This design comes from an exercise in tuning for small area, a short achievable clock period and few clock cycles on the open sky130 flow, not from production work. Only simulation tests tie the RTL to the original design; equivalence was not proved. In every run shown here, the design's own scripts or RTL, not TritonCTS, make the clock network. No driver is modelled on the clock port, so clock power and skew are understated where the tree is cut down; a real chip needs a root buffer or a tree. Power figures rest on the tool's default switching activity, not on a simulated workload.

### flow/flow/mycts.tcl
# Hand-built clock tree: the clock port drives CLK_NBUF buffers of type CLK_BUF,
# each placed at the centre of one cluster of flip-flops (k-means on their
# positions) and driving only that cluster. Every flip-flop is one buffer from
# the port, so the tree is balanced. Sourced before clock_tree_synthesis, which
# it then stands in for.
set nbuf [expr {[info exists ::env(CLK_NBUF)] ? $::env(CLK_NBUF) : 4}]
set bufm [expr {[info exists ::env(CLK_BUF)] ? $::env(CLK_BUF) : "sky130_fd_sc_hd__clkbuf_16"}]
set block [ord::get_db_block]
set clknet [$block findNet clk]
set sinks {}
foreach it [$clknet getITerms] {
  set inst [$it getInst]
  lappend sinks [list $inst [$it getMTerm] [lindex [$inst getLocation] 0] [lindex [$inst getLocation] 1]]
}
set n [llength $sinks]
puts "mycts: $n sinks, $nbuf x $bufm"
# k-means, seeded by sorting on x then y bands
set cx {}; set cy {}
set xs [lsort -real [lmap s $sinks {lindex $s 2}]]
set ys [lsort -real [lmap s $sinks {lindex $s 3}]]
set g [expr {int(ceil(sqrt($nbuf)))}]
for {set k 0} {$k < $nbuf} {incr k} {
  set i [expr {$k % $g}]; set j [expr {$k / $g}]
  lappend cx [lindex $xs [expr {int(($i + 0.5) * $n / $g)}]]
  lappend cy [lindex $ys [expr {int(($j + 0.5) * $n / (($nbuf + $g - 1) / $g))}]]
}
set cap [expr {int(ceil(double($n) / $nbuf)) + 2}]
for {set iter 0} {$iter < 30} {incr iter} {
  # balanced assignment: greedy by distance with a size cap per cluster
  set pairs {}
  set idx 0
  foreach s $sinks {
    for {set k 0} {$k < $nbuf} {incr k} {
      set d [expr {abs([lindex $s 2] - [lindex $cx $k]) + abs([lindex $s 3] - [lindex $cy $k])}]
      lappend pairs [list $d $idx $k]
    }
    incr idx
  }
  set pairs [lsort -real -index 0 $pairs]
  set assign [lrepeat $n -1]
  set cnt [lrepeat $nbuf 0]
  foreach p $pairs {
    lassign $p d i k
    if {[lindex $assign $i] >= 0} continue
    if {[lindex $cnt $k] >= $cap} continue
    lset assign $i $k
    lset cnt $k [expr {[lindex $cnt $k] + 1}]
  }
  set sx [lrepeat $nbuf 0.0]; set sy [lrepeat $nbuf 0.0]
  for {set i 0} {$i < $n} {incr i} {
    set k [lindex $assign $i]
    lset sx $k [expr {[lindex $sx $k] + [lindex $sinks $i 2]}]
    lset sy $k [expr {[lindex $sy $k] + [lindex $sinks $i 3]}]
  }
  for {set k 0} {$k < $nbuf} {incr k} {
    if {[lindex $cnt $k] > 0} {
      lset cx $k [expr {[lindex $sx $k] / [lindex $cnt $k]}]
      lset cy $k [expr {[lindex $sy $k] / [lindex $cnt $k]}]
    }
  }
}
puts "mycts: cluster sizes $cnt"
set master [[ord::get_db] findMaster $bufm]
# With CLK_NROOT set, the port drives CLK_NROOT root buffers (CLK_ROOT_BUF),
# each of which drives a group of the leaf buffers above: two buffers from the
# port to every flip-flop.
set nroot [expr {[info exists ::env(CLK_NROOT)] ? $::env(CLK_NROOT) : 0}]
set leafsrc [lrepeat $nbuf $clknet]
if {$nroot > 0} {
  set rootm [[ord::get_db] findMaster $::env(CLK_ROOT_BUF)]
  # leaves sorted by angle-free position: split by x then y into nroot groups
  set order [lsort -real -index 1 [lmap k [lsearch -all $cnt *] {list $k [lindex $cx $k] [lindex $cy $k]}]]
  set per [expr {int(ceil(double($nbuf) / $nroot))}]
  for {set g 0} {$g < $nroot} {incr g} {
    set members [lrange $order [expr {$g * $per}] [expr {($g + 1) * $per - 1}]]
    if {![llength $members]} continue
    set mx 0.0; set my 0.0
    foreach m $members { set mx [expr {$mx + [lindex $m 1]}]; set my [expr {$my + [lindex $m 2]}] }
    set rinst [odb::dbInst_create $block $rootm "clkroot_my_$g"]
    set rnet [odb::dbNet_create $block "clkrootnet_my_$g"]
    $rnet setSigType CLOCK
    [$rinst findITerm A] connect $clknet
    [$rinst findITerm X] connect $rnet
    $rinst setLocation [expr {int($mx / [llength $members])}] [expr {int($my / [llength $members])}]
    $rinst setPlacementStatus PLACED
    foreach m $members { lset leafsrc [lindex $m 0] $rnet }
  }
}
for {set k 0} {$k < $nbuf} {incr k} {
  set inst [odb::dbInst_create $block $master "clkbuf_my_$k"]
  set net [odb::dbNet_create $block "clknet_my_$k"]
  $net setSigType CLOCK
  [$inst findITerm A] connect [lindex $leafsrc $k]
  [$inst findITerm X] connect $net
  $inst setLocation [expr {int([lindex $cx $k])}] [expr {int([lindex $cy $k])}]
  $inst setPlacementStatus PLACED
  lappend bufnets $net
}
for {set i 0} {$i < $n} {incr i} {
  set s [lindex $sinks $i]
  set it [[lindex $s 0] getITerm [lindex $s 1]]
  $it disconnect
  $it connect [lindex $bufnets [lindex $assign $i]]
}
# stand in for the tool's clock tree synthesis
rename clock_tree_synthesis ""
proc clock_tree_synthesis {args} { puts "mycts: clock_tree_synthesis skipped" }
### flow/config.mk
export PLATFORM = sky130hd
export DESIGN_NAME = axi4_lite_system
export DESIGN_NICKNAME = axi4_lite_system
export VERILOG_FILES = /design/flow/design.v
export SDC_FILE = /design/flow/constraint.sdc
export NUM_CORES = 4
export LEC_CHECK = 0
export CAP_MARGIN = 20
export CORE_MARGIN = 2
export CORE_UTILIZATION = 65
export PLACE_DENSITY = 0.85
export SLEW_MARGIN = 20
export SYNTH_HIERARCHICAL = 1
export SYNTH_MINIMUM_KEEP_SIZE = 0
### flow/flow/post_cts.tcl
set_propagated_clock [all_clocks]
set out_cells {}
foreach bterm [[ord::get_db_block] getBTerms] {
  if {[$bterm getIoType] ne "OUTPUT"} continue
  foreach it [[$bterm getNet] getITerms] {
    if {![$it isOutputSignal]} continue
    set buf [$it getInst]
    if {[info exists ::env(OUT_BUF)] && [string match "*buf_*" [[$buf getMaster] getName]]} {
      replace_cell [$buf getName] $::env(OUT_BUF)
    }
    lappend out_cells [get_cells [$buf getName]]
    foreach bit [$buf getITerms] {
      if {![$bit isInputSignal]} continue
      foreach dit [[$bit getNet] getITerms] {
        if {[$dit isOutputSignal]} { lappend out_cells [get_cells [[$dit getInst] getName]] }
      }
    }
  }
}
puts "post_cts: [llength $out_cells] output-side cells held"
if {[info exists ::env(MY_SETUP_MARGIN)]} {
  estimate_parasitics -placement
  puts "post_cts: before ws [worst_slack -max] area [rsz::design_area]"
  set_dont_touch $out_cells
  repair_timing -setup -setup_margin $::env(MY_SETUP_MARGIN) -sequence $::env(MY_SEQUENCE) -skip_last_gasp
  unset_dont_touch $out_cells
  estimate_parasitics -placement
  puts "post_cts: after ws [worst_slack -max] area [rsz::design_area]"
}
detailed_placement
### flow/constraint.sdc
create_clock -name core_clock -period 3.0 [get_ports {clk}]
set_input_delay 0.6000 -clock core_clock [delete_from_list [all_inputs] [get_ports {clk}]]
set_output_delay 0.6000 -clock core_clock [all_outputs]
set_load 0.01 [all_outputs]
### flow/design.v
module axi4_lite_system (
    input  wire        clk,
    input  wire        resetn,
    input  wire        usr_write_req,
    input  wire        usr_read_req,
    input  wire [31:0] usr_araddr,
    input  wire [31:0] usr_awaddr,
    input  wire [31:0] usr_wdata,
    input  wire [3:0]  usr_wstrb,
    output wire [31:0] usr_rdata,
    output wire        usr_wr_busy,
    output wire        usr_wr_done,
    output wire [1:0]  usr_wr_resp,
    output wire        usr_rd_busy,
    output wire        usr_rd_done,
    output wire [1:0]  usr_rd_resp
);
    reg [31:0] slv_reg0, slv_reg1, slv_reg2, slv_reg3;
    reg [31:0] rdata;
    reg        wr_done, rd_done;
    reg        wr_err, rd_err;
    wire aw_ok = (usr_awaddr[1:0] == 2'b00);
    wire [31:0] wdata_r = usr_wdata & {32{resetn}};
    wire [3:0]  aw_lo_zero;
    wire [3:0]  wsel_q;
    wire [15:0] lane_en;
    axi_wsel u_wsel  (.req(usr_write_req), .a2(usr_awaddr[2]), .a3(usr_awaddr[3]), .q(wsel_q));
    genvar r, b;
    generate
        for (r = 0; r < 4; r = r + 1) begin : g_reg
            axi_nor2 u_aw_lo (.a(usr_awaddr[0]), .b(usr_awaddr[1]), .y(aw_lo_zero[r]));
            for (b = 0; b < 4; b = b + 1) begin : g_lane
                axi_lane u_lane (.ok(aw_lo_zero[r]), .sel(wsel_q[r]), .strb(usr_wstrb[b]),
                                 .resetn(resetn), .en(lane_en[4*r+b]));
            end
        end
    endgenerate
    always @(posedge clk) begin
        if (lane_en[0])  slv_reg0[7:0]   <= wdata_r[7:0];
        if (lane_en[1])  slv_reg0[15:8]  <= wdata_r[15:8];
        if (lane_en[2])  slv_reg0[23:16] <= wdata_r[23:16];
        if (lane_en[3])  slv_reg0[31:24] <= wdata_r[31:24];
        if (lane_en[4])  slv_reg1[7:0]   <= wdata_r[7:0];
        if (lane_en[5])  slv_reg1[15:8]  <= wdata_r[15:8];
        if (lane_en[6])  slv_reg1[23:16] <= wdata_r[23:16];
        if (lane_en[7])  slv_reg1[31:24] <= wdata_r[31:24];
        if (lane_en[8])  slv_reg2[7:0]   <= wdata_r[7:0];
        if (lane_en[9])  slv_reg2[15:8]  <= wdata_r[15:8];
        if (lane_en[10]) slv_reg2[23:16] <= wdata_r[23:16];
        if (lane_en[11]) slv_reg2[31:24] <= wdata_r[31:24];
        if (lane_en[12]) slv_reg3[7:0]   <= wdata_r[7:0];
        if (lane_en[13]) slv_reg3[15:8]  <= wdata_r[15:8];
        if (lane_en[14]) slv_reg3[23:16] <= wdata_r[23:16];
        if (lane_en[15]) slv_reg3[31:24] <= wdata_r[31:24];
    end
    wire [15:0] rsel;
    wire [3:0]  ar_ok;
    wire        ar_valid = ar_ok[0];
    wire [31:0] rdata_d;
    genvar i;
    generate
        for (i = 0; i < 4; i = i + 1) begin : g_rsel
            axi_rsel u_rsel (.a(usr_araddr[3:0]), .sel(rsel[4*i +: 4]), .ok(ar_ok[i]));
        end
        for (i = 0; i < 32; i = i + 1) begin : g_rbit
            axi_rbit #(.BAD(((32'hDEADDEAD >> i) & 1) != 0)) u_rbit (
                .sel(rsel[4*(i/8) +: 4]), .ok(ar_ok[i/8]),
                .r({slv_reg3[i], slv_reg2[i], slv_reg1[i], slv_reg0[i]}),
                .d(rdata_d[i]));
        end
    endgenerate
    always @(posedge clk) rdata <= rdata_d;
    always @(posedge clk) begin
        wr_err <= ~aw_ok;
        rd_err <= ~ar_valid;
    end
    always @(posedge clk) begin
        wr_done <= usr_write_req & resetn;
        rd_done <= usr_read_req & resetn;
    end
    assign usr_rdata   = rdata;
    assign usr_wr_busy = wr_done;
    assign usr_wr_done = wr_done;
    assign usr_wr_resp = {2{wr_err}};
    assign usr_rd_busy = rd_done;
    assign usr_rd_done = rd_done;
    assign usr_rd_resp = {2{rd_err}};
endmodule
module axi_nor2 (input wire a, input wire b, output wire y);
    assign y = ~(a | b);
endmodule
module axi_wsel (input wire req, input wire a2, input wire a3, output wire [3:0] q);
    assign q[0] = req & ~a3 & ~a2;
    assign q[1] = req & ~a3 &  a2;
    assign q[2] = req &  a3 & ~a2;
    assign q[3] = req &  a3 &  a2;
endmodule
module axi_lane (input wire ok, input wire sel, input wire strb, input wire resetn,
                 output wire en);
    assign en = ~resetn | (ok & sel & strb);
endmodule
module axi_rsel (input wire [3:0] a, output wire [3:0] sel, output wire ok);
    assign ok     = ~(a[1] | a[0]);
    assign sel[0] = ok & ~a[3] & ~a[2];
    assign sel[1] = ok & ~a[3] &  a[2];
    assign sel[2] = ok &  a[3] & ~a[2];
    assign sel[3] = ok &  a[3] &  a[2];
endmodule
module axi_rbit #(parameter BAD = 1'b0) (
    input  wire [3:0] sel,
    input  wire       ok,
    input  wire [3:0] r,
    output wire       d
);
    wire lo, hi;
    axi_aoi22 u_lo (.a1(sel[0]), .a2(r[0]), .b1(sel[1]), .b2(r[1]), .y(lo));
    axi_aoi22 u_hi (.a1(sel[2]), .a2(r[2]), .b1(sel[3]), .b2(r[3]), .y(hi));
    generate
        if (BAD) begin : g_one
            assign d = ~(lo & hi & ok);
        end else begin : g_zero
            assign d = ~(lo & hi);
        end
    endgenerate
endmodule
module axi_aoi22 (input wire a1, input wire a2, input wire b1, input wire b2, output wire y);
    assign y = ~((a1 & a2) | (b1 & b2));
endmodule
### flow/standard.sh
#!/bin/bash
# synth_recipe.tcl (not shown) runs the flow's synth.tcl, then flattens the netlist and writes it again
# the make line also repeats each setting of config.mk as NAME=value (left out here)
make -C /OpenROAD-flow-scripts/flow DESIGN_CONFIG=/design/flow/config.mk WORK_HOME=/design/flow/orfs CLKGATE_MAP_FILE= SYNTH_SCRIPT=/design/flow/synth_recipe.tcl "${@:-finish}"
### flow/flow/downsize.tcl
# Set every combinational cell from synthesis to the smallest drive strength of
# its kind (same function, e.g. nor4_4 -> nor4_1). Synthesis sizes cells for a
# guessed load; the later repair steps size up again where the placed design
# needs it. Flip-flops are left as they are.
set dont_use {}
if {[info exists ::env(DONT_USE_CELLS)]} { set dont_use $::env(DONT_USE_CELLS) }
set db [ord::get_db]
set masters {}
foreach lib [$db getLibs] { foreach m [$lib getMasters] { lappend masters $m } }
# smallest master per base name
array set best {}
foreach m $masters {
  set name [$m getName]
  if {![regexp {^(sky130_fd_sc_hd__[a-z0-9]+?)_([0-9]+)$} $name -> base drive]} continue
  set skip 0
  foreach pat $dont_use { if {[string match $pat $name]} { set skip 1 } }
  if {$skip} continue
  set area [expr {[$m getWidth] * [$m getHeight]}]
  if {![info exists best($base)] || $area < [lindex $best($base) 1]} { set best($base) [list $name $area] }
}
set n 0
foreach inst [[ord::get_db_block] getInsts] {
  set name [[$inst getMaster] getName]
  if {![regexp {^(sky130_fd_sc_hd__[a-z0-9]+?)_([0-9]+)$} $name -> base drive]} continue
  if {[regexp {__(df|edf|sdf|dl|tap|fill|decap|clkbuf|conb)} $name]} continue
  if {![info exists best($base)]} continue
  set to [lindex $best($base) 0]
  if {$to ne $name} {
    replace_cell [$inst getName] $to
    incr n
  }
}
puts "downsize: $n cells set to their smallest size"
### flow/flow/run.sh
#!/bin/bash
# Own layout flow: the standard ORFS flow (standard.sh) with four changes,
# all made through ORFS's documented hooks and variables:
#  - ports are buffered with the smallest buffer (buf_1); repair sizes them up
#    where the timing needs it;
#  - after floorplan, every combinational cell from synthesis is set to its
#    smallest drive strength (downsize.tcl), so that only cells on slow paths
#    are sized up later;
#  - the clock tree is built by hand (mycts.tcl): the clock port drives four
#    clkbuf_8, each driving one quarter of the flip-flops, clustered by
#    position; every flip-flop sits one buffer from the port;
#  - after CTS, repair_timing sizes up cells on paths with less than
#    MY_SETUP_MARGIN ns of slack (post_cts.tcl).
# Each tool's output is in orfs/logs/ (one log per step); make's own output
# goes to flow_make.log.
set -euo pipefail
HERE=$(pwd)
export BUFFER_PORTS_ARGS="-buffer_cell sky130_fd_sc_hd__buf_1"
export POST_FLOORPLAN_TCL=$HERE/flow/downsize.tcl
export PRE_CTS_TCL=$HERE/flow/mycts.tcl
export POST_CTS_TCL=$HERE/flow/post_cts.tcl
export CLK_NBUF=6
export CLK_NROOT=2
export CLK_ROOT_BUF=sky130_fd_sc_hd__clkbuf_16
export CLK_BUF=sky130_fd_sc_hd__clkbuf_16
export MY_SETUP_MARGIN=1.75
export OUT_BUF=sky130_fd_sc_hd__buf_2
export MY_SEQUENCE=sizeup
bash standard.sh finish > flow_make.log 2>&1
==> results_dict.tcl, run 1 <==
set metrics [dict create \
    outcome "timing/DRC/antenna clean" \
    die_x_um 102 \
    busiest_layer "met2" \
    path_cells "clkbuf_2 -> nor2_2 -> nand3_1 -> nand2_2" \
    port_buffers 87 \
    routabilityCongestion 0.748 \
    synth_cell_type_count 17 \
    worstSetupEndpointType "flip-flop" \
    finalCritPeriodShare_pct 47.8 \
    power_leakage_nw 2.34 \
    vias 3466 \
    post-route-util_pct 75.2 \
    firstDrtPassIters 4 \
    syn_area_per_cell_um2 17.0 \
    synth-seq-cells 164 \
    holdCritPathClass "reg -> reg" \
    crit_slowest_cell "nor2_2" \
    arrival_ns 1.42 \
    rsz0062_at_grt "false" \
    syn_inst 365 \
    hp-start "slv_reg3[29]$_DFFE_PP_" \
    reg2reg_from "slv_reg2[10]$_DFFE_PP_" \
    worst_ir_drop_vdd_mv 0.732 \
    die_h_um 102 \
    fin_skew_ns 0.0130 \
    design.core.area_mm2 0.00924 \
    start_util_pct 67.0 \
    ant_nets 0 \
    die_area_mm2 0.0103 \
    yosysWarnings 7 \
    stdcell_area_mm2 0.00695 \
    grt_pass1_vias 3403 \
    placed_cell_area_mm2 0.00635 \
    seq_area_frac_synth_pct 73.7 \
    worst-path-max-fanout 8 \
    drcViolationCount 0 \
    slew_violations 0 \
    cap_violations 0 \
    synthTopCellsByArea "edfxtp_1 62%, a22oi_2 13%, dfxtp_1 12%, and2_2 4.1%, nand3_1 3.1%" \
    setup_viol 0 \
    fmax_ghz 0.698 \
    synth_area_mm2 0.00619 \
    grt_max_degree 31 \
    layout-drive-gt1-share_pct 25.0 \
    wl_um 11400 \
    cp_slowest_stage_delay_ns 0.26 \
    tns_ns 0 \
    nFillCells 559 \
    use_met1_pct 31.0 \
    hold_ws_ns 0.460 \
    critPathKind "in -> reg" \
    routedWlPerCell_um 19.3 \
    final_nets 570 \
    synth_top_cell_by_area "edfxtp_1" \
    clk_pin_slew_ns 0.10 \
    p_per_area_mw_per_mm2 581 \
    grt_use_met2_pct 37.2 \
    hpwl_um 7080 \
    rows 35 \
    via_per_inst 5.84 \
    antenna_found_initial 0 \
    syn_to_final_growth_pct 12.2 \
    ios 144 \
    report.final.hold_viol_count 0 \
    tightest_slew_ns 0.474 \
    grt_overflow_total 0 \
    startpoint_type "primary input" \
    synth_nets 469 \
    cp-startpoint "usr_awaddr[0]" \
    finalNonFillerCells 593 \
    fin_crit_ns 1.43 \
    grt.total_usage_pct 22.2 \
    synth_top_area_share_pct 62.1 \
    dp.cells 585 \
    grt_pass1_wl_um 17700 \
    n_antenna_cell 0 \
    first_iter_violations 210 \
    worstPathRequired_ns 2.99 \
    clkLatencyLatePin_ns 0.31 \
    relSlewSlack_pct 68.3 \
    grt_util_met3_pct 3.31 \
]
-- sequential cells by signal (all words and copies together) (netlist names) --
| signal | count |
|---|---|
| wr_err | 1 |
| rd_err | 1 |
| slv_reg2 | 32 |
| slv_reg3 | 32 |
| rdata | 32 |
| slv_reg1 | 32 |
| wr_done | 1 |
| rd_done | 1 |
| slv_reg0 | 32 |
-- cells in the final DEF (no fill, tap or decap), types with 2 or more instances in the layout --
cell type	count
buf_1	37
edfxtp_1	128
nor2_4	3
nand2_4	15
nor4_1	3
buf_6	7
nor2_1	4
and4bb_4	3
nand3_2	12
a22oi_1	63
buf_8	3
clkbuf_16	8
nor4b_1	4
buf_2	41
nand2_1	10
buf_4	11
dfxtp_1	36
and3b_2	2
nor4b_2	4
nand3_1	26
and2_0	33
-- per-module statistics from Yosys (local to each module, per instance), excerpt --
module	cell area, um2	flip-flops and latches	copies in the design
axi4_lite_system	4890	164	1
axi_nor2	3.75	0	4
axi_aoi22	12.5	0	64
axi_rsel	40.0	0	4
axi_wsel	37.5	0	1
axi_lane	8.76	0	16
-- logic make-up (layout without fill, tap and decap cells) --
group           count (synthesis)  after routing  share of synthesized area [%]
compound gates                 64             64                           12.9
buf+inv                        10            109                           1.03
simple gates                  127            127                           12.3
flops                         164            164                           73.7
-- metrics by stage --
| step | power, W | setup WS [ns] |
|---|---|---|
| 2_1_floorplan | 0.00292 | 0.781 |
| 3_5_place_dp | 0.00299 | 0.915 |
| 5_1_grt | 0.00417 | 1.55 |
| 3_3_place_gp | 0.00297 | 0.978 |
| 6_report | 0.00404 | 1.57 |
-- critical path, delay by kind of cell --
kind,cells,cell delay (ns)
buffers and inverters,1,0.17
AND/OR/NAND/NOR,3,0.64
-- report_power, final --
| part | internal, W | leakage, nW | switching (W) | total, W |
|---|---|---|---|---|
| Combinational | 0.000107 | 0.708 | 0.000192 | 0.000299 |
| Sequential | 0.00264 | 1.54 | 0.0000484 | 0.00269 |
| Clock | 0.000482 | 0.0986 | 0.000571 | 0.00105 |
-- cells in the mapped netlist --
cell type  instances
edfxtp_1         128
a22oi_2           64
nand3_1           38
dfxtp_1           36
and2_2            34
nand2_1           26
nor2_1             8
nor4b_1            8
buf_4              6
and4bb_2           4
nor4_1             4
clkbuf_2           3
and3b_1            2
and3_2             1
inv_1              1
nor3b_2            1
or2_2              1
-- area by class of cell --
cell class	instances	area, um2	area share [%]
multi-input combinational	191	1460	21.1
inverter	1	3.75	0.0540
timing repair buffer	100	556	7.99
sequential	164	4560	65.7
tap	129	161	2.32
buffer	8	200	2.88
-- path summary, 6_finish.rpt --
kind,end,cells past startpoint,slack (ns)
worst max-delay path,slv_reg0[10]$_DFFE_PP_,4,1.57
worst min-delay path,rdata[29]$_DFF_P_,2,0.46
worst max register to register,rdata[10]$_DFF_P_,2,2.14
worst min register to register,rdata[29]$_DFF_P_,2,0.46
-- per-layer routing --
metal | up-vias | share of wire, %
li1 | 1625 | -
met2 | 116 | 51
met5 | - | 0
met3 | 16 | 5.9
met4 | 0 | 1.9
met1 | 1709 | 41
Testbench counts, summed over its fixed seeds: cycles 2,400.
==> run 2, diff against run 1 <==
--- a/flow/flow/run.sh
+++ b/flow/flow/run.sh
@@ -25,4 +25,3 @@
 export CLK_BUF=sky130_fd_sc_hd__clkbuf_16
-export MY_SETUP_MARGIN=1.75
-export OUT_BUF=sky130_fd_sc_hd__buf_2
+export MY_MARGIN_DELTA=0.05
 export MY_SEQUENCE=sizeup
--- a/flow/flow/post_cts.tcl
+++ b/flow/flow/post_cts.tcl
@@ -20,7 +20,12 @@
 puts "post_cts: [llength $out_cells] output-side cells held"
-if {[info exists ::env(MY_SETUP_MARGIN)]} {
+if {[info exists ::env(MY_MARGIN_DELTA)]} {
   estimate_parasitics -placement
   puts "post_cts: before ws [worst_slack -max] area [rsz::design_area]"
+  # The output paths set the period; size up only the input-side paths that
+  # are slower than them (plus MY_MARGIN_DELTA ns).
+  set out_path [find_timing_paths -to [all_outputs] -sort_by_slack -group_path_count 1]
+  set margin [expr {[get_property $out_path slack] + $::env(MY_MARGIN_DELTA)}]
+  puts "post_cts: output paths' slack [get_property $out_path slack], margin $margin"
   set_dont_touch $out_cells
-  repair_timing -setup -setup_margin $::env(MY_SETUP_MARGIN) -sequence $::env(MY_SEQUENCE) -skip_last_gasp
+  repair_timing -setup -setup_margin $margin -sequence $::env(MY_SEQUENCE) -skip_last_gasp
   unset_dont_touch $out_cells
==> results_dict.tcl, run 2 <==
set metrics [dict create \
    firstDrtPassIters 5 \
    synth_top_area_share_pct 62.1 \
    cp_slowest_stage_delay_ns 0.32 \
    clockPowerShare_pct 26.3 \
    synth_common_cells "128 x edfxtp_1, 64 x a22oi_2, 38 x nand3_1" \
    layout_commonest_cell "edfxtp_1" \
    setup_slack_ns 1.55 \
    report.final.hold_viol_count 0 \
    grt_overflow_total 0 \
    routabilityCongestion 0.748 \
    clkLatencyLatePin_ns 0.30 \
    grt_pass1_vias 3295 \
    die_h_um 102 \
    seq_area_frac_synth_pct 73.7 \
    ios 144 \
    cap_violations 0 \
    outcome "timing/DRC/antenna clean" \
    seq_power_share_pct 67.3 \
    dp.cells 585 \
    syn_to_final_growth_pct 6.77 \
    wl_um 11000 \
    tightest_slew_ns 0.471 \
    synth_edf_count 128 \
    critPathKind "in -> reg" \
    holdCritPathClass "reg -> reg" \
    p_sw_w 0.000793 \
    finalPower_w 0.00400 \
    rsz0062_at_grt "false" \
    routedWlPerCell_um 18.6 \
    clk_pin_slew_ns 0.10 \
    power_frac_comb_pct 6.4 \
    cp_num_buf_inv 1 \
    layout-drive-gt1-share_pct 9.91 \
    rows 35 \
    syn_inst 365 \
    p_per_area_mw_per_mm2 604 \
    final_nets 570 \
    place_ws_ns 0.915 \
    ant_nets 0 \
    first_iter_violations 235 \
    finalNonFillerCells 593 \
    fmax_ghz 0.688 \
    arrival_ns 1.44 \
    startpoint_type "primary input" \
    via_per_inst 5.85 \
    tns_ns 0 \
    nFillCells 616 \
    layout_common_cells "128 x edfxtp_1, 82 x buf_1, 64 x a22oi_1" \
    worstSetupEndpointType "flip-flop" \
    worst-path-max-fanout 8 \
    design.core.area_mm2 0.00924 \
    die_x_um 102 \
    p_int_w 0.00320 \
    power_leakage_nw 2.18 \
    swShare_pct 19.8 \
    slew_violations 0 \
    syn_area_per_cell_um2 17.0 \
    start_util_pct 67.0 \
    path_cells "buf_1 -> nor3b_2 -> nand3_1 -> nand2_2" \
    synth_area_mm2 0.00619 \
    critPathTopFamily "simple AND/OR/NAND/NOR gates" \
    dominantRegCellSynth "edfxtp_1" \
    setup_viol 0 \
    synth_top_cell_by_area "edfxtp_1" \
    crit_slowest_cell "nor3b_2" \
    grt_pass1_wl_um 17100 \
    synth_cell_type_count 17 \
    fin_crit_ns 1.45 \
    grt.total_usage_pct 21.4 \
    drcViolationCount 0 \
    n_antenna_cell 0 \
    port_buffers 87 \
    grt_max_degree 31 \
    worstPathRequired_ns 2.99 \
    async_flop_share_pct 0 \
    antenna_found_initial 0 \
    worst_ir_drop_vdd_mv 0.751 \
    vias 3470 \
    synth-seq-cells 164 \
    synth_nets 469 \
    fin_skew_ns 0.00975 \
    yosysWarnings 7 \
    synthTopCellsByArea "edfxtp_1 62%, a22oi_2 13%, dfxtp_1 12%, and2_2 4.1%, nand3_1 3.1%" \
    relSlewSlack_pct 68.5 \
    finalCritPeriodShare_pct 48.4 \
    hpwl_um 7080 \
    die_area_mm2 0.0103 \
    yosysMostFrequentCell "edfxtp_1" \
]
==> run 2: kinds of logic after synthesis <==
group	Yosys count	synth area share (%)
flip-flops	164	73.7
AND/OR/NAND/NOR	127	12.3
AO/OA/AOI/OAI	64	12.9
buffers and inverters	10	1.03
==> run 2: worst paths after layout <==
kind	endpoint	slack, ns	cells after the start	start
max reg2reg	rdata[26]$_DFF_P_	2.17	2	slv_reg0[26]$_DFFE_PP_
max	slv_reg0[4]$_DFFE_PP_	1.55	4	usr_write_req
min reg2reg	rdata[29]$_DFF_P_	0.46	2	slv_reg3[29]$_DFFE_PP_
min	rdata[29]$_DFF_P_	0.46	2	slv_reg3[29]$_DFFE_PP_
==> run 2: modules after synthesis (local to each module, per instance), a selection <==
module / cells / area [um2] / flops+latches
axi4_lite_system: 209 / 4890 / 164
axi_rsel: 5 / 40.0 / 0
axi_wsel: 4 / 37.5 / 0
axi_aoi22: 1 / 12.5 / 0
axi_lane: 2 / 8.76 / 0
axi_nor2: 1 / 3.75 / 0
==> run 2: layout make-up <==
cell class	count	area [um2]	area share (%)
sequential	164	4560	69.1
multi-input combinational	191	1240	18.7
timing repair buffer	100	442	6.68
buffer	8	200	3.03
tap	129	161	2.44
inverter	1	3.75	0.0568
==> run 2: power groups by stage <==
| stage | clock, W | combinational, W | sequential (W) |
|---|---|---|---|
| 2_1_floorplan | 0 | 0.000153 | 0.00277 |
| 5_1_grt | 0.00114 | 0.000283 | 0.00270 |
| 3_3_place_gp | 0 | 0.000238 | 0.00273 |
| 3_5_place_dp | 0 | 0.000247 | 0.00274 |
| 6_report | 0.00105 | 0.000256 | 0.00269 |
==> run 2: per-stage QoR <==
step	hold slack [ns]	utilization, %	cell area (um2)
6_report	0.460	71.5	6610
5_1_grt	0.486	71.5	6610
3_5_place_dp	0.439	68.7	6350
3_3_place_gp	0.436	68.7	6350
2_1_floorplan	0.434	-	6190
==> run 2: layer usage <==
layer  track usage (%)  part of all wire, %  vias up
li1                  -                    -     1625
met1              30.4                   40     1707
met2              35.9                   52      128
met3              2.69                  7.0       10
met4              5.30                  1.5        0
met5                 0                    0        -
==> run 2: worst register-to-register path, delay by kind of cell (launching register included) <==
kind | cells | cell delay, ns
flip-flops | 1 | 0.40
AO/OA/AOI/OAI | 1 | 0.21
AND/OR/NAND/NOR | 1 | 0.10
==> run 3, diff against run 2 <==
--- a/flow/flow/run.sh
+++ b/flow/flow/run.sh
@@ -25,3 +25,4 @@
 export CLK_BUF=sky130_fd_sc_hd__clkbuf_16
-export MY_MARGIN_DELTA=0.05
+export MY_MARGIN_DELTA=0.12
+export OUT_FF_MULTI=sky130_fd_sc_hd__dfxtp_2
 export MY_SEQUENCE=sizeup
--- a/flow/flow/post_cts.tcl
+++ b/flow/flow/post_cts.tcl
@@ -1,3 +1,3 @@
 set_propagated_clock [all_clocks]
-set out_cells {}
+set out_insts {}
 foreach bterm [[ord::get_db_block] getBTerms] {
@@ -10,3 +10,3 @@
     }
-    lappend out_cells [get_cells [$buf getName]]
+    lappend out_insts $buf
     foreach bit [$buf getITerms] {
@@ -14,3 +14,3 @@
       foreach dit [[$bit getNet] getITerms] {
-        if {[$dit isOutputSignal]} { lappend out_cells [get_cells [[$dit getInst] getName]] }
+        if {[$dit isOutputSignal]} { lappend out_insts [$dit getInst] }
       }
@@ -18,2 +18,21 @@
   }
+}
+# A flip-flop that drives more than one output buffer gets OUT_FF_MULTI.
+set out_insts [lsort -unique $out_insts]
+if {[info exists ::env(OUT_FF_MULTI)]} {
+  foreach inst $out_insts {
+    if {![string match "*dfxtp_1" [[$inst getMaster] getName]]} continue
+    set n 0
+    foreach it [$inst getITerms] {
+      if {[$it isOutputSignal]} { set n [expr {[llength [[$it getNet] getITerms]] - 1}] }
+    }
+    if {$n > 1} {
+      replace_cell [$inst getName] $::env(OUT_FF_MULTI)
+      puts "post_cts: [$inst getName] drives $n, set to $::env(OUT_FF_MULTI)"
+    }
+  }
+}
+set out_cells {}
+foreach inst $out_insts {
+  lappend out_cells [get_cells [string map {[ \\[ ] \\]} [$inst getName]]]
 }
==> results_dict.tcl, run 3 <==
set metrics [dict create \
    setup_slack_ns 1.59 \
    syn_area_per_cell_um2 17.0 \
    hold_ws_ns 0.460 \
    clk_pin_slew_ns 0.10 \
    holdCritPathClass "reg -> reg" \
    rsz0062_at_grt "false" \
    die_area_mm2 0.0103 \
    async_flop_share_pct 0 \
    finalCritPeriodShare_pct 46.8 \
    hpwl_um 7080 \
    via_per_inst 5.83 \
    start_util_pct 67.0 \
    fin_crit_ns 1.41 \
    seq_power_share_pct 66.9 \
    grt.total_usage_pct 21.6 \
    finalPower_w 0.00402 \
    synthTopCellsByArea "edfxtp_1 62%, a22oi_2 13%, dfxtp_1 12%, and2_2 4.1%, nand3_1 3.1%" \
    port_buffers 87 \
    clockPowerShare_pct 26.2 \
    drcViolationCount 0 \
    power_leakage_nw 2.22 \
    cp_num_buf_inv 1 \
    layout_commonest_cell "edfxtp_1" \
    synth-xor-area-share_pct 0 \
    grt_overflow_total 0 \
    synth_cell_type_count 17 \
    cp-startpoint "rdata[2]$_DFF_P_" \
    p_int_w 0.00322 \
    grt_pass1_wl_um 17200 \
    cap_violations 0 \
    synth_top_area_share_pct 62.1 \
    nFillCells 569 \
    final_nets 570 \
    place_ws_ns 0.915 \
    yosysMostFrequentCell "edfxtp_1" \
    crit_slowest_cell "dfxtp_2" \
    n_antenna_cell 0 \
    first_iter_violations 161 \
    routabilityCongestion 0.748 \
    outcome "timing/DRC/antenna clean" \
    syn_inst 365 \
    synthMuxAreaShare_pct 0 \
    power_frac_comb_pct 6.9 \
    vias 3456 \
    fmax_ghz 0.712 \
    synth_area_mm2 0.00619 \
    reg2reg_from "slv_reg0[10]$_DFFE_PP_" \
    critPathKind "reg -> out" \
    ios 144 \
    startpoint_type "flip-flop" \
    clkLatencyLatePin_ns 0.30 \
    critPathTopFamily "flip-flops" \
    firstDrtPassIters 5 \
    wl_um 11200 \
    synth_top_cell_by_area "edfxtp_1" \
    post-route-util_pct 73.8 \
    layout-drive-gt1-share_pct 16.2 \
    die_x_um 102 \
    synth_compound_area_share_pct 12.9 \
    tightest_slew_ns 0.473 \
    setup_viol 0 \
    grt_max_degree 31 \
    die_h_um 102 \
    p_sw_w 0.000807 \
    swShare_pct 20.1 \
    fin_skew_ns 0.0103 \
    synth_edf_count 128 \
    arrival_ns 0.81 \
    synth_common_cells "128 x edfxtp_1, 64 x a22oi_2, 38 x nand3_1" \
    relSlewSlack_pct 68.3 \
    tns_ns 0 \
    synth-simple-area-share_pct 12.3 \
    slew_violations 0 \
    design.core.area_mm2 0.00924 \
    syn_to_final_growth_pct 10.2 \
    synth_nets 469 \
    worst-path-max-fanout 1 \
    worstPathRequired_ns 2.40 \
    p_per_area_mw_per_mm2 590 \
    rows 35 \
    seq_area_frac_synth_pct 73.7 \
    dominantRegCellSynth "edfxtp_1" \
    hp-start "slv_reg3[29]$_DFFE_PP_" \
    worstSetupEndpointType "output pin" \
    routedWlPerCell_um 18.9 \
    layout_common_cells "128 x edfxtp_1, 78 x buf_1, 63 x a22oi_1" \
    ant_nets 0 \
    antenna_found_initial 0 \
    synth_top_family_by_area "compound AO/OA/AOI/OAI gates" \
    report.final.hold_viol_count 0 \
    cp_slowest_stage_delay_ns 0.33 \
    yosysWarnings 7 \
    synth-seq-cells 164 \
    path_cells "buf_1" \
    worst_ir_drop_vdd_mv 0.751 \
    grt_pass1_vias 3338 \
    synth_fa_ha_area_share_pct 0 \
]
## run 3: Yosys stat by module (local to each module, per instance), a selection
module / copies in the design / area, um2 / flip-flops and latches
axi_rsel: 4 / 40.0 / 0
axi_lane: 16 / 8.76 / 0
axi_aoi22: 64 / 12.5 / 0
axi_nor2: 4 / 3.75 / 0
axi_wsel: 1 / 37.5 / 0
axi4_lite_system: 1 / 4890 / 164
## run 3: cell families (layout without fill, tap and decap cells)
kind of cell | after synthesis | in the layout
flops | 164 | 164
simple gates | 127 | 127
compound gates | 64 | 64
buf+inv | 10 | 109
## run 3: area by class of cell
class	count	area, um2	area share [%]
multi-input combinational	191	1420	20.8
inverter	1	3.75	0.0550
buffer	8	200	2.93
sequential	164	4570	67.0
tap	129	161	2.37
timing repair buffer	100	465	6.82
## run 3: power groups by stage
| stage | Clock [W] | Combinational [W] | Sequential [W] |
|---|---|---|---|
| after floorplan | 0 | 0.000153 | 0.00277 |
| after global placement | 0 | 0.000238 | 0.00273 |
| after detailed placement | 0 | 0.000247 | 0.00274 |
| after global routing | 0.00114 | 0.000306 | 0.00270 |
| final | 0.00105 | 0.000279 | 0.00269 |
## run 3: metrics by stage
stage	cells	cell area (um2)
6_report	593	6820
5_1_grt	593	6820
3_5_place_dp	585	6350
3_3_place_gp	585	6350
2_1_floorplan	365	6190
## run 3: final timing paths
path	slack, ns	end	depth (start not counted)
max reg2reg	2.15	rdata[10]$_DFF_P_	2
min	0.46	rdata[29]$_DFF_P_	2
min reg2reg	0.46	rdata[29]$_DFF_P_	2
max	1.59	usr_rdata[2]	1
## run 3: routing by layer
layer	GRT usage [%]	part of all wire, %	vias to the layer above
met3	3.11	7.6	16
met4	5.41	2.0	0
met1	30.3	39	1660
li1	-	-	1627
met2	36.1	51	153
met5	0	0	-
==> run 4, diff against run 3 <==
--- a/flow/flow/run.sh
+++ b/flow/flow/run.sh
@@ -21,3 +21,3 @@
 export POST_CTS_TCL=$HERE/flow/post_cts.tcl
-export CLK_NBUF=6
+export CLK_NBUF=8
 export CLK_NROOT=2
==> results_dict.tcl, run 4 <==
set metrics [dict create \
    finalPower_w 0.00415 \
    stdcell_area_mm2 0.00678 \
    syn_area_per_cell_um2 17.0 \
    vias 3463 \
    syn_to_final_growth_pct 9.48 \
    r2r-end "rdata[10]$_DFF_P_" \
    synth_top_area_share_pct 62.1 \
    routabilityCongestion 0.748 \
    startpoint_type "primary input" \
    routedWlPerCell_um 18.8 \
    die_x_um 102 \
    holdCritPathClass "reg -> reg" \
    grt.total_usage_pct 21.7 \
    placed_cell_area_mm2 0.00635 \
    dominantRegCellSynth "edfxtp_1" \
    die_area_mm2 0.0103 \
    grt_pass1_wl_um 17300 \
    outcome "timing/DRC/antenna clean" \
    critPathKind "in -> reg" \
    report.final.hold_viol_count 0 \
    drcViolationCount 0 \
    grt_pass1_vias 3358 \
    arrival_ns 1.46 \
    layout-drive-gt1-share_pct 14.8 \
    tns_ns 0 \
    cp-startpoint "usr_awaddr[1]" \
    relSlewSlack_pct 68.2 \
    grt_overflow_total 0 \
    cap_violations 0 \
    r2r_cells 2 \
    synth-seq-cells 164 \
    die_h_um 102 \
    reg2reg_from "slv_reg0[10]$_DFFE_PP_" \
    async_flop_share_pct 0 \
    start_util_pct 67.0 \
    synthTopCellsByArea "edfxtp_1 62%, a22oi_2 13%, dfxtp_1 12%, and2_2 4.1%, nand3_1 3.1%" \
    rsz0062_at_grt "false" \
    worstSetupEndpointType "flip-flop" \
    hpwl_um 7080 \
    synth_edf_count 128 \
    port_buffers 87 \
    hold_ws_ns 0.458 \
    finalCritPeriodShare_pct 49.2 \
    wl_um 11200 \
    yosysMostFrequentCell "edfxtp_1" \
    n_antenna_cell 0 \
    fin_crit_ns 1.48 \
    worst-path-max-fanout 8 \
    power_leakage_nw 2.22 \
    synth_common_cells "128 x edfxtp_1, 64 x a22oi_2, 38 x nand3_1" \
    synth_nets 469 \
    p_per_area_mw_per_mm2 613 \
    design.core.area_mm2 0.00924 \
    dp.cells 585 \
    grt_max_degree 30 \
    layout_common_cells "128 x edfxtp_1, 81 x buf_1, 64 x a22oi_1" \
    synth_cell_type_count 17 \
    tightest_slew_ns 0.476 \
    slew_violations 0 \
    seq_area_frac_synth_pct 73.7 \
    yosysWarnings 7 \
    regToRegSetupSlack_ns 2.14 \
    fmax_ghz 0.677 \
    crit_path_end "slv_reg3[18]$_DFFE_PP_" \
    syn_inst 365 \
    finalNonFillerCells 595 \
    setup_viol 0 \
    final_nets 572 \
    first_iter_violations 236 \
    worstPathRequired_ns 2.98 \
    synth_top_cell_by_area "edfxtp_1" \
    antenna_found_initial 0 \
    via_per_inst 5.82 \
    layout_commonest_cell "edfxtp_1" \
    clkLatencyLatePin_ns 0.31 \
    firstDrtPassIters 5 \
    fin_skew_ns 0.0232 \
    synth_area_mm2 0.00619 \
    ios 144 \
    clk_pin_slew_ns 0.08 \
    worst_ir_drop_vdd_mv 0.496 \
    rows 35 \
    ant_nets 0 \
]
run 4: cell count changes in the layout (fill, tap and decap cells not counted), moves of 2 or more:
cell | previous run | this run
nand2_4 | 16 | 5
nor2_2 | 3 | 1
clkbuf_16 | 8 | 10
nand3_1 | 33 | 35
nor2_1 | 4 | 7
nand2_2 | 0 | 11
nand3_2 | 5 | 3
clkbuf_2 | 3 | 1
buf_1 | 78 | 81
run 4: area by class of cell:
class	count	area, um2
flip-flops and latches	164	4570
well taps	129	161
repair buffers	100	452
fillers	586	2460
plain buffers	10	250
multi-input cells	191	1340
inverters	1	3.75
run 4: cells by family (layout without fill, tap and decap cells):
| group | after synthesis | after routing | synth area share, % |
|---|---|---|---|
| AND/OR/NAND/NOR | 127 | 127 | 12.3 |
| flip-flops | 164 | 164 | 73.7 |
| buffers and inverters | 10 | 111 | 1.03 |
| AO/OA/AOI/OAI | 64 | 64 | 12.9 |
run 4: worst min-delay path by stage:
stage / from / to / slack (ns) / depth (start not counted)
2_1_floorplan: slv_reg3[13]$_DFFE_PP_ / rdata[13]$_DFF_P_ / 0.43 / 2
3_3_place_gp: slv_reg3[20]$_DFFE_PP_ / rdata[20]$_DFF_P_ / 0.44 / 2
3_5_place_dp: slv_reg3[29]$_DFFE_PP_ / rdata[29]$_DFF_P_ / 0.44 / 2
5_1_grt: slv_reg1[22]$_DFFE_PP_ / rdata[22]$_DFF_P_ / 0.48 / 2
6_report: slv_reg3[29]$_DFFE_PP_ / rdata[29]$_DFF_P_ / 0.46 / 2
run 4: critical path, cell delays in order:
cell and delay [ns]:
buf_1 0.14, nor2_1 0.31, nand3_1 0.16, nand2_2 0.23
run 4: routing by layer:
layer  vias up  global-route usage (%)  routed length, um
met5         -                       0                  0
met4         0                    5.72                257
met3        20                    2.83                884
met2       154                    36.0               5590
met1      1660                    30.7               4440
li1       1629                       -                  -
run 4: through the flow:
step                util, %  worst slack (ns)
floorplan                 -             0.781
global placement       68.7             0.978
detailed placement     68.7             0.915
global route           73.4              1.45
finish                 73.4              1.52
run 4: power breakdown:
group          leakage, nW  switching [W]  total (W)  internal [W]
sequential            1.54      0.0000478    0.00269       0.00264
combinational        0.560       0.000181   0.000269     0.0000876
clock                0.123       0.000600    0.00120      0.000596
run 4: modules after synthesis (local to each module, per instance), a selection:
module,cells,times used,cell area (um2)
axi_wsel,4,1,37.5
axi4_lite_system,209,1,4890
axi_aoi22,1,64,12.5
axi_nor2,1,4,3.75
axi_lane,2,16,8.76
axi_rsel,5,4,40.0
==> run 5, diff against run 4 <==
--- a/flow/design.v
+++ b/flow/design.v
@@ -24,7 +24,11 @@
     wire [3:0]  aw_lo_zero;
-    wire [3:0]  wsel_q;
+    wire [3:0]  aw_reg;
+    wire [3:0]  req_strb;
     wire [15:0] lane_en;
-    axi_wsel u_wsel  (.req(usr_write_req), .a2(usr_awaddr[2]), .a3(usr_awaddr[3]), .q(wsel_q));
+    axi_dec2 u_aw_dec (.a0(usr_awaddr[2]), .a1(usr_awaddr[3]), .d(aw_reg));
     genvar r, b;
     generate
+        for (b = 0; b < 4; b = b + 1) begin : g_strb
+            axi_and2 u_req_strb (.a(usr_write_req), .b(usr_wstrb[b]), .y(req_strb[b]));
+        end
         for (r = 0; r < 4; r = r + 1) begin : g_reg
@@ -32,3 +36,3 @@
             for (b = 0; b < 4; b = b + 1) begin : g_lane
-                axi_lane u_lane (.ok(aw_lo_zero[r]), .sel(wsel_q[r]), .strb(usr_wstrb[b]),
+                axi_lane u_lane (.ok(aw_lo_zero[r]), .sel(aw_reg[r]), .strb(req_strb[b]),
                                  .resetn(resetn), .en(lane_en[4*r+b]));
@@ -91,7 +95,10 @@
 endmodule
-module axi_wsel (input wire req, input wire a2, input wire a3, output wire [3:0] q);
-    assign q[0] = req & ~a3 & ~a2;
-    assign q[1] = req & ~a3 &  a2;
-    assign q[2] = req &  a3 & ~a2;
-    assign q[3] = req &  a3 &  a2;
+module axi_dec2 (input wire a0, input wire a1, output wire [3:0] d);
+    assign d[0] = ~a1 & ~a0;
+    assign d[1] = ~a1 &  a0;
+    assign d[2] =  a1 & ~a0;
+    assign d[3] =  a1 &  a0;
+endmodule
+module axi_and2 (input wire a, input wire b, output wire y);
+    assign y = a & b;
 endmodule
@@ -102,7 +109,11 @@
 module axi_rsel (input wire [3:0] a, output wire [3:0] sel, output wire ok);
-    assign ok     = ~(a[1] | a[0]);
-    assign sel[0] = ok & ~a[3] & ~a[2];
-    assign sel[1] = ok & ~a[3] &  a[2];
-    assign sel[2] = ok &  a[3] & ~a[2];
-    assign sel[3] = ok &  a[3] &  a[2];
+    wire [3:0] d;
+    axi_nor2 u_ok  (.a(a[1]), .b(a[0]), .y(ok));
+    axi_dec2 u_dec (.a0(a[2]), .a1(a[3]), .d(d));
+    genvar k;
+    generate
+        for (k = 0; k < 4; k = k + 1) begin : g_sel
+            axi_and2 u_sel (.a(ok), .b(d[k]), .y(sel[k]));
+        end
+    endgenerate
 endmodule
--- a/flow/flow/run.sh
+++ b/flow/flow/run.sh
@@ -21,3 +21,3 @@
 export POST_CTS_TCL=$HERE/flow/post_cts.tcl
-export CLK_NBUF=8
+export CLK_NBUF=6
 export CLK_NROOT=2
@@ -27,2 +27,3 @@
 export OUT_FF_MULTI=sky130_fd_sc_hd__dfxtp_2
+export OUT_BUF=sky130_fd_sc_hd__buf_2
 export MY_SEQUENCE=sizeup
==> results_dict.tcl, run 5 <==
set metrics [dict create \
    ios 144 \
    fin_crit_ns 1.38 \
    cp-startpoint "wr_err$_DFF_P_" \
    finalPower_w 0.00406 \
    synth_cell_type_count 14 \
    multiInputGateArea_mm2 0.00153 \
    die_h_um 102 \
    slew_violations 0 \
    p_per_area_mw_per_mm2 590 \
    syn_to_final_growth_pct 9.95 \
    grt.total_usage_pct 22.4 \
    fin_skew_ns 0.0115 \
    n_antenna_cell 0 \
    drcViolationCount 0 \
    critPathKind "reg -> out" \
    outcome "timing/DRC/antenna clean" \
    grt_pass1_vias 3519 \
    arrival_ns 0.78 \
    synth-simple-area-share_pct 13.3 \
    tns_ns 0 \
    synth_top_area_share_pct 61.4 \
    synth_area_mm2 0.00626 \
    power_frac_comb_pct 7.3 \
    fmax_ghz 0.726 \
    critPathTopFamily "flip-flops" \
    holdCritPathClass "reg -> reg" \
    crit_slowest_cell "dfxtp_2" \
    first_iter_violations 278 \
    port_buffers 87 \
    synth_top_cell_by_area "edfxtp_1" \
    synth_top_family_by_area "simple AND/OR/NAND/NOR gates" \
    start_util_pct 67.5 \
    clockPowerShare_pct 26.4 \
    grt_max_degree 31 \
    final_nets 578 \
    swShare_pct 20.5 \
    routedWlPerCell_um 19.4 \
    firstDrtPassIters 5 \
    seq_area_frac_synth_pct 72.9 \
    finalCritPeriodShare_pct 45.9 \
    grt_pass1_wl_um 17900 \
    post-route-util_pct 74.2 \
    register_area_mm2 0.00457 \
    layout-drive-gt1-share_pct 25.4 \
    synthMuxAreaShare_pct 0 \
    cap_violations 0 \
    worst-path-max-fanout 2 \
    p_sw_w 0.000830 \
    via_per_inst 5.90 \
    synth_compound_area_share_pct 12.8 \
    synth_common_cells "128 x edfxtp_1, 64 x a22oi_2, 39 x and2_2" \
    synth_fa_ha_area_share_pct 0 \
    p_int_w 0.00323 \
    hpwl_um 7190 \
    yosysMostFrequentCell "edfxtp_1" \
    setup_viol 0 \
    worstPathRequired_ns 2.40 \
    reg2reg_from "slv_reg0[9]$_DFFE_PP_" \
    power_leakage_nw 2.36 \
    ant_nets 0 \
    hp-start "slv_reg3[20]$_DFFE_PP_" \
    worst_ir_drop_vdd_mv 0.513 \
    synthTopCellsByArea "edfxtp_1 61%, a22oi_2 13%, dfxtp_1 12%, and2_2 4.7%, nand3_1 3.0%" \
    layout_commonest_cell "edfxtp_1" \
    seq_power_share_pct 66.3 \
    syn_inst 385 \
    vias 3545 \
    routabilityCongestion 0.762 \
    tightest_slew_ns 0.309 \
    rsz0062_at_grt "false" \
    layout_common_cells "128 x edfxtp_1, 63 x a22oi_1, 41 x buf_2" \
    cp_num_buf_inv 1 \
    grt_overflow_total 0 \
    yosysWarnings 7 \
    design.core.area_mm2 0.00928 \
    synth_edf_count 128 \
    die_area_mm2 0.0104 \
    async_flop_share_pct 0 \
    synth-xor-area-share_pct 0 \
    synth_nets 489 \
    cp_slowest_stage_delay_ns 0.35 \
    synth-seq-cells 164 \
    report.final.hold_viol_count 0 \
    nFillCells 583 \
    dominantRegCellSynth "edfxtp_1" \
    relSlewSlack_pct 79.4 \
    worstSetupEndpointType "output pin" \
    clkLatencyLatePin_ns 0.31 \
    wl_um 11700 \
    syn_area_per_cell_um2 16.3 \
    rows 35 \
    antenna_found_initial 0 \
    die_x_um 102 \
    path_cells "buf_2" \
    startpoint_type "flip-flop" \
    clk_pin_slew_ns 0.09 \
]
run 5: changes by cell type after synthesis, moves of 2 or more:
cell	before	now
and3b_1	2	0
and4bb_2	4	0
nor2b_1	0	5
nor4b_1	8	0
and2_2	34	39
nor4_1	4	0
nor2_1	8	13
and2_1	0	20
and2b_2	0	5
run 5: per-module statistics from Yosys (local to each module, per instance), a selection:
module            flops+latches  times used
axi_aoi22                     0          64
axi4_lite_system            164           1
axi_and2                      0          20
axi_dec2                      0           5
axi_lane                      0          16
axi_nor2                      0           8
run 5: layout make-up:
cell class              instances  area share [%]
flip-flops and latches        164            66.4
multi-input cells             211            22.2
repair buffers                 88            6.09
plain buffers                   8            2.91
well taps                     129            2.34
inverters                       1          0.0545
run 5: through the flow:
stage | setup WS [ns] | instances | cell area [um2] | hold slack, ns
2_1_floorplan | 1.41 | 385 | 6260 | 0.434
3_5_place_dp | 0.748 | 593 | 6330 | 0.440
3_3_place_gp | 0.816 | 593 | 6330 | 0.435
5_1_grt | 1.59 | 601 | 6890 | 0.483
6_report | 1.62 | 601 | 6890 | 0.458
run 5: power groups by stage:
stage	clock (W)	combinational, W	sequential (W)
floorplan	0	0.000162	0.00277
global placement	0	0.000234	0.00273
detailed placement	0	0.000245	0.00274
global route	0.00116	0.000326	0.00270
finish	0.00107	0.000298	0.00269
run 5: worst paths after layout:
kind,endpoint,slack (ns),cells after the start
setup reg to reg,rdata[9]$_DFF_P_,2.10,2
hold / removal,rdata[20]$_DFF_P_,0.46,2
hold reg to reg,rdata[20]$_DFF_P_,0.46,2
setup / recovery,usr_wr_resp[0],1.62,1
run 5: cells by family after synthesis:
logic type | after synthesis
compound gates | 64
buf+inv | 10
flops | 164
simple gates | 147
run 5: layer usage:
layer	vias up	GRT usage (%)	routed length (um)
met4	0	5.23	223
li1	1625	-	-
met2	168	40.3	6150
met5	-	0	0
met1	1734	30.0	4430
met3	18	2.26	842
Testbench counts of run 5, summed over its fixed seeds: cycles 2,400.
==> run 6, diff against run 5 <==
--- a/flow/flow/run.sh
+++ b/flow/flow/run.sh
@@ -27,3 +27,2 @@
 export OUT_FF_MULTI=sky130_fd_sc_hd__dfxtp_2
-export OUT_BUF=sky130_fd_sc_hd__buf_2
 export MY_SEQUENCE=sizeup
==> results_dict.tcl, run 6 <==
set metrics [dict create \
    outcome "timing/DRC/antenna clean" \
    layout_common_cells "128 x edfxtp_1, 81 x buf_1, 63 x a22oi_1" \
    grt_util_met3_pct 2.60 \
    port_buffers 87 \
    grt_max_degree 31 \
    report.final.hold_viol_count 0 \
    synth_area_mm2 0.00626 \
    die_area_mm2 0.0104 \
    synth_nets 489 \
    hpwl_um 7190 \
    finalPower_w 0.00404 \
    dominantRegCellSynth "edfxtp_1" \
    startpoint_type "flip-flop" \
    grt_overflow_total 0 \
    seq_area_frac_synth_pct 72.9 \
    place_ws_ns 0.748 \
    synth_top_area_share_pct 61.4 \
    post-route-util_pct 73.0 \
    synth_cell_type_count 14 \
    ant_nets 0 \
    grt_use_met2_pct 39.0 \
    critPathTopFamily "flip-flops" \
    synth_edf_count 128 \
    nFillCells 598 \
    critPathKind "reg -> out" \
    use_met1_pct 29.3 \
    tightest_slew_ns 0.388 \
    vias 3503 \
    tns_ns 0 \
    die_h_um 102 \
    drcViolationCount 0 \
    first_iter_violations 309 \
    ios 144 \
    routedWlPerCell_um 19.0 \
    fmax_ghz 0.705 \
    yosysMostFrequentCell "edfxtp_1" \
    setup_viol 0 \
    cp_num_buf_inv 1 \
    syn_area_per_cell_um2 16.3 \
    design.core.area_mm2 0.00928 \
    via_per_inst 5.82 \
    antenna_found_initial 0 \
    worst-path-max-fanout 2 \
    worstPathRequired_ns 2.40 \
    clkLatencyLatePin_ns 0.31 \
    layout-drive-gt1-share_pct 15.0 \
    fin_skew_ns 0.0120 \
    fin_crit_ns 1.42 \
    finalCritPeriodShare_pct 47.3 \
    synthTopCellsByArea "edfxtp_1 61%, a22oi_2 13%, dfxtp_1 12%, and2_2 4.7%, nand3_1 3.0%" \
    firstDrtPassIters 5 \
    synth_top_cell_by_area "edfxtp_1" \
    start_util_pct 67.5 \
    async_flop_share_pct 0 \
    cp_slowest_stage_delay_ns 0.34 \
    final_nets 578 \
    wl_um 11400 \
    grt_pass1_wl_um 17600 \
    rows 35 \
    routabilityCongestion 0.762 \
    arrival_ns 0.82 \
    busiest_layer "met2" \
    rsz0062_at_grt "false" \
    grt_pass1_vias 3515 \
    worstSetupEndpointType "output pin" \
    synth_common_cells "128 x edfxtp_1, 64 x a22oi_2, 39 x and2_2" \
    clk_pin_slew_ns 0.09 \
    yosysWarnings 7 \
    synth-seq-cells 164 \
    syn_inst 385 \
    crit_slowest_cell "dfxtp_2" \
    p_per_area_mw_per_mm2 597 \
    slew_violations 0 \
    relSlewSlack_pct 74.1 \
    setup_slack_ns 1.58 \
    layout_commonest_cell "edfxtp_1" \
    hold_ws_ns 0.459 \
    holdCritPathClass "reg -> reg" \
    syn_to_final_growth_pct 8.23 \
    cap_violations 0 \
    die_x_um 102 \
    grt.total_usage_pct 22.1 \
    path_cells "buf_1" \
    worst_ir_drop_vdd_mv 0.559 \
    power_leakage_nw 2.23 \
]
-- run 6: cell counts after synthesis --
No cell type changed its count.
-- run 6: cell families (layout without fill, tap and decap cells) --
group | Yosys count | count (layout) | synth area share (%)
buf+inv | 10 | 97 | 1.02
flops | 164 | 164 | 72.9
compound gates | 64 | 64 | 12.8
simple gates | 147 | 147 | 13.3
other cells | 0 | 1 | 0
-- run 6: worst paths after layout --
check                              start                 to  slack (ns)  cells after the start
hold / removal    slv_reg3[20]$_DFFE_PP_  rdata[20]$_DFF_P_        0.46                      2
setup / recovery         wr_done$_DFF_P_        usr_wr_done        1.58                      1
setup reg to reg   slv_reg0[9]$_DFFE_PP_   rdata[9]$_DFF_P_        2.10                      2
hold reg to reg   slv_reg3[20]$_DFFE_PP_  rdata[20]$_DFF_P_        0.46                      2
-- run 6: layer usage --
metal  vias to the layer above  share of wire, %
li1                       1623                 -
met1                      1702                38
met2                       158                52
met3                        20               7.6
met4                         0               2.2
met5                         -                 0
-- run 6: per-stage QoR --
step | cells | area, um2
detailed placement | 593 | 6330
global placement | 593 | 6330
floorplan | 385 | 6260
global route | 601 | 6780
finish | 602 | 6780
-- run 6: modules after synthesis (local to each module, per instance), a selection --
module	cell area, um2	flip-flops and latches
axi_lane	8.76	0
axi_and2	6.26	0
axi_nor2	3.75	0
axi_aoi22	12.5	0
axi_dec2	26.3	0
axi4_lite_system	4890	164
-- run 6: cell type report --
cell class | count | area (um2) | share of cell area (%)
diodes | 1 | 2.50 | 0.0369
plain buffers | 8 | 200 | 2.95
inverters | 1 | 3.75 | 0.0554
multi-input cells | 211 | 1480 | 21.8
flip-flops and latches | 164 | 4580 | 67.5
well taps | 129 | 161 | 2.38
repair buffers | 88 | 359 | 5.30
-- run 6: power breakdown --
group          leakage (nW)  switching (W)  total [W]  internal, W
logic                 0.599       0.000185   0.000278    0.0000930
registers              1.54      0.0000518    0.00269      0.00264
clock network        0.0986       0.000590    0.00107     0.000483
-- run 6: worst reg2reg max path, delay by kind of cell (launching register included) --
kind	cells	cell delay [ns]
simple gates	1	0.13
compound gates	1	0.24
flops	1	0.41
==> run 7, diff against run 6 <==
--- a/flow/flow/run.sh
+++ b/flow/flow/run.sh
@@ -25,4 +25,5 @@
 export CLK_BUF=sky130_fd_sc_hd__clkbuf_16
-export MY_MARGIN_DELTA=0.12
+export MY_MARGIN_DELTA=0.04
 export OUT_FF_MULTI=sky130_fd_sc_hd__dfxtp_2
+export OUT_BUF=sky130_fd_sc_hd__buf_4
 export MY_SEQUENCE=sizeup
--- a/flow/flow/post_cts.tcl
+++ b/flow/flow/post_cts.tcl
@@ -36,3 +36,3 @@
 foreach inst $out_insts {
-  lappend out_cells [get_cells [string map {[ \\[ ] \\]} [$inst getName]]]
+  lappend out_cells [get_cells [string map {[ \[ ] \]} [$inst getName]]]
 }
==> results_dict.tcl, run 7 <==
set metrics [dict create \
    crit_path_end "slv_reg1[28]$_DFFE_PP_" \
    nFillCells 599 \
    r2r-end "rdata[9]$_DFF_P_" \
    worst_ir_drop_vdd_mv 0.559 \
    vias 3488 \
    grt.total_usage_pct 21.7 \
    holdCritPathClass "reg -> reg" \
    cap_violations 0 \
    cp-startpoint "usr_awaddr[1]" \
    grt_overflow_total 0 \
    start_util_pct 67.5 \
    final_nets 578 \
    power_leakage_nw 2.34 \
    synth_top_cell_by_area "edfxtp_1" \
    syn_inst 385 \
    place_ws_ns 0.748 \
    first_iter_violations 241 \
    fmax_ghz 0.694 \
    synth_nets 489 \
    synth_edf_count 128 \
    whs_path_depth 2 \
    grt_pass1_wl_um 17400 \
    tns_ns 0 \
    layout_commonest_cell "edfxtp_1" \
    reg2reg_from "slv_reg0[9]$_DFFE_PP_" \
    clkLatencyLatePin_ns 0.31 \
    post-route-util_pct 73.4 \
    antenna_found_initial 0 \
    arrival_ns 1.43 \
    layout-drive-gt1-share_pct 20.1 \
    ios 144 \
    synth_cell_type_count 14 \
    routabilityCongestion 0.762 \
    ant_nets 0 \
    hpwl_um 7190 \
    worst-path-max-fanout 8 \
    synthTopCellsByArea "edfxtp_1 61%, a22oi_2 13%, dfxtp_1 12%, and2_2 4.7%, nand3_1 3.0%" \
    seq_area_frac_synth_pct 72.9 \
    die_area_mm2 0.0104 \
    synth_top_area_share_pct 61.4 \
    grt_pass1_vias 3441 \
    port_buffers 87 \
    outcome "timing/DRC/antenna clean" \
    clk_pin_slew_ns 0.09 \
    grt_max_degree 31 \
    worstPathRequired_ns 2.99 \
    p_per_area_mw_per_mm2 594 \
    regToRegSetupSlack_ns 2.12 \
    synth_area_mm2 0.00626 \
    rows 35 \
    layout_common_cells "128 x edfxtp_1, 64 x a22oi_1, 42 x buf_1" \
    wl_um 11400 \
    setup_viol 0 \
    tightest_slew_ns 0.394 \
    die_x_um 102 \
    die_h_um 102 \
    yosysWarnings 7 \
    rsz0062_at_grt "false" \
    worstSetupEndpointType "flip-flop" \
    relSlewSlack_pct 73.7 \
    syn_area_per_cell_um2 16.3 \
    fin_skew_ns 0.0135 \
    design.core.area_mm2 0.00928 \
    synth-seq-cells 164 \
    syn_to_final_growth_pct 8.75 \
    via_per_inst 5.79 \
    startpoint_type "primary input" \
    critPathKind "in -> reg" \
    synth_common_cells "128 x edfxtp_1, 64 x a22oi_2, 39 x and2_2" \
    slew_violations 0 \
    report.final.hold_viol_count 0 \
    dominantRegCellSynth "edfxtp_1" \
    setup_slack_ns 1.56 \
    drcViolationCount 0 \
    finalCritPeriodShare_pct 48.1 \
    async_flop_share_pct 0 \
    fin_crit_ns 1.44 \
    routedWlPerCell_um 19.0 \
    yosysMostFrequentCell "edfxtp_1" \
    firstDrtPassIters 5 \
    finalPower_w 0.00405 \
    r2r_cells 2 \
]
## run 7: cell counts after synthesis
No cell type changed its count.
## run 7: layout make-up
type                    count  area (um2)  area share (%)
repair buffers             88         504            7.40
well taps                 129         161            2.37
plain buffers               8         200            2.94
inverters                   1        3.75          0.0551
flip-flops and latches    164        4570            67.1
diodes                      1        2.50          0.0367
multi-input cells         211        1370            20.1
## run 7: through the flow
stage | instance area (um2) | hold slack [ns] | instances
after floorplan | 6260 | 0.434 | 385
after global placement | 6330 | 0.435 | 593
after detailed placement | 6330 | 0.440 | 593
after global routing | 6810 | 0.483 | 601
final | 6810 | 0.459 | 602
## run 7: worst min-delay path by stage
stage	endpoint	from
detailed placement	rdata[20]$_DFF_P_	slv_reg3[20]$_DFFE_PP_
floorplan	rdata[13]$_DFF_P_	slv_reg3[13]$_DFFE_PP_
global placement	rdata[24]$_DFF_P_	slv_reg3[24]$_DFFE_PP_
global route	rdata[24]$_DFF_P_	slv_reg3[24]$_DFFE_PP_
finish	rdata[20]$_DFF_P_	slv_reg3[20]$_DFFE_PP_
## run 7: logic make-up (layout without fill, tap and decap cells)
group | count (synthesis) | after routing | synth area share (%)
compound gates | 64 | 64 | 12.8
buf+inv | 10 | 97 | 1.02
flops | 164 | 164 | 72.9
other cells | 0 | 1 | 0
simple gates | 147 | 147 | 13.3
## run 7: critical path, stage by stage
cell and delay, ns:
buf_1 0.13, nor2_1 0.31, nand3_1 0.14, nand2_2 0.25
## run 7: per-module statistics from Yosys, one instance, submodules excluded, a selection
module            times used  flip-flops and latches  cells inside  area, um2
axi_nor2                   8                       0             1       3.75
axi4_lite_system           1                     164           209       4890
axi_aoi22                 64                       0             1       12.5
axi_and2                  20                       0             1       6.26
axi_lane                  16                       0             2       8.76
axi_dec2                   5                       0             4       26.3
## run 7: layer usage
layer  track usage (%)  vias up  wire length [um]
met4              6.56        0               228
li1                  -     1628                 -
met2              37.9      136              5950
met1              29.2     1702              4520
met3              2.53       22               740
met5                 0        -                 0
## run 7: power breakdown
group	switching (W)	internal (W)
logic	0.000179	0.000110
registers	0.0000527	0.00264
clock network	0.000584	0.000483
total	0.000815	0.00323

-- re-timing with driven ports --
No port has a modelled driver above. Below, the same layouts with a new extraction and two added sets of constraints.
Step 1: set_driving_cell puts a clkbuf_16 on clk and a buf_2 on each other input, an assumption about the parent block.
Step 2 times the ports against the registers' clock, not the clock port: input delays grow and output delays shrink by t, the midpoint of the rising clock arrivals with the driver on.
a / b / c = no drivers / after step 1 / after step 2; a / b = the first two.
run	t, ns	setup WS [ns]	hold slack, ns	worst register clock-pin slew, ns
run 1	0.354	1.566 / 1.535 / 1.236	0.460 / 0.460 / 0.460	0.10 / 0.10
run 2	0.353	1.547 / 1.505 / 1.212	0.460 / 0.460 / 0.460	0.10 / 0.10
run 3	0.354	1.595 / 1.539 / 1.284	0.460 / 0.460 / 0.460	0.10 / 0.10
run 4	0.352	1.523 / 1.551 / 1.201	0.458 / 0.458 / 0.458	0.08 / 0.08
run 5	0.353	1.623 / 1.571 / 1.306	0.458 / 0.458 / 0.458	0.10 / 0.10
run 6	0.353	1.581 / 1.529 / 1.306	0.459 / 0.459 / 0.459	0.10 / 0.10
run 7	0.352	1.558 / 1.564 / 1.212	0.459 / 0.459 / 0.459	0.10 / 0.10
After both steps setup and hold are still met in every run listed. The setup slack of run 7, which loses most, moves by +0.006 ns with the drivers and by -0.346 ns with both steps.
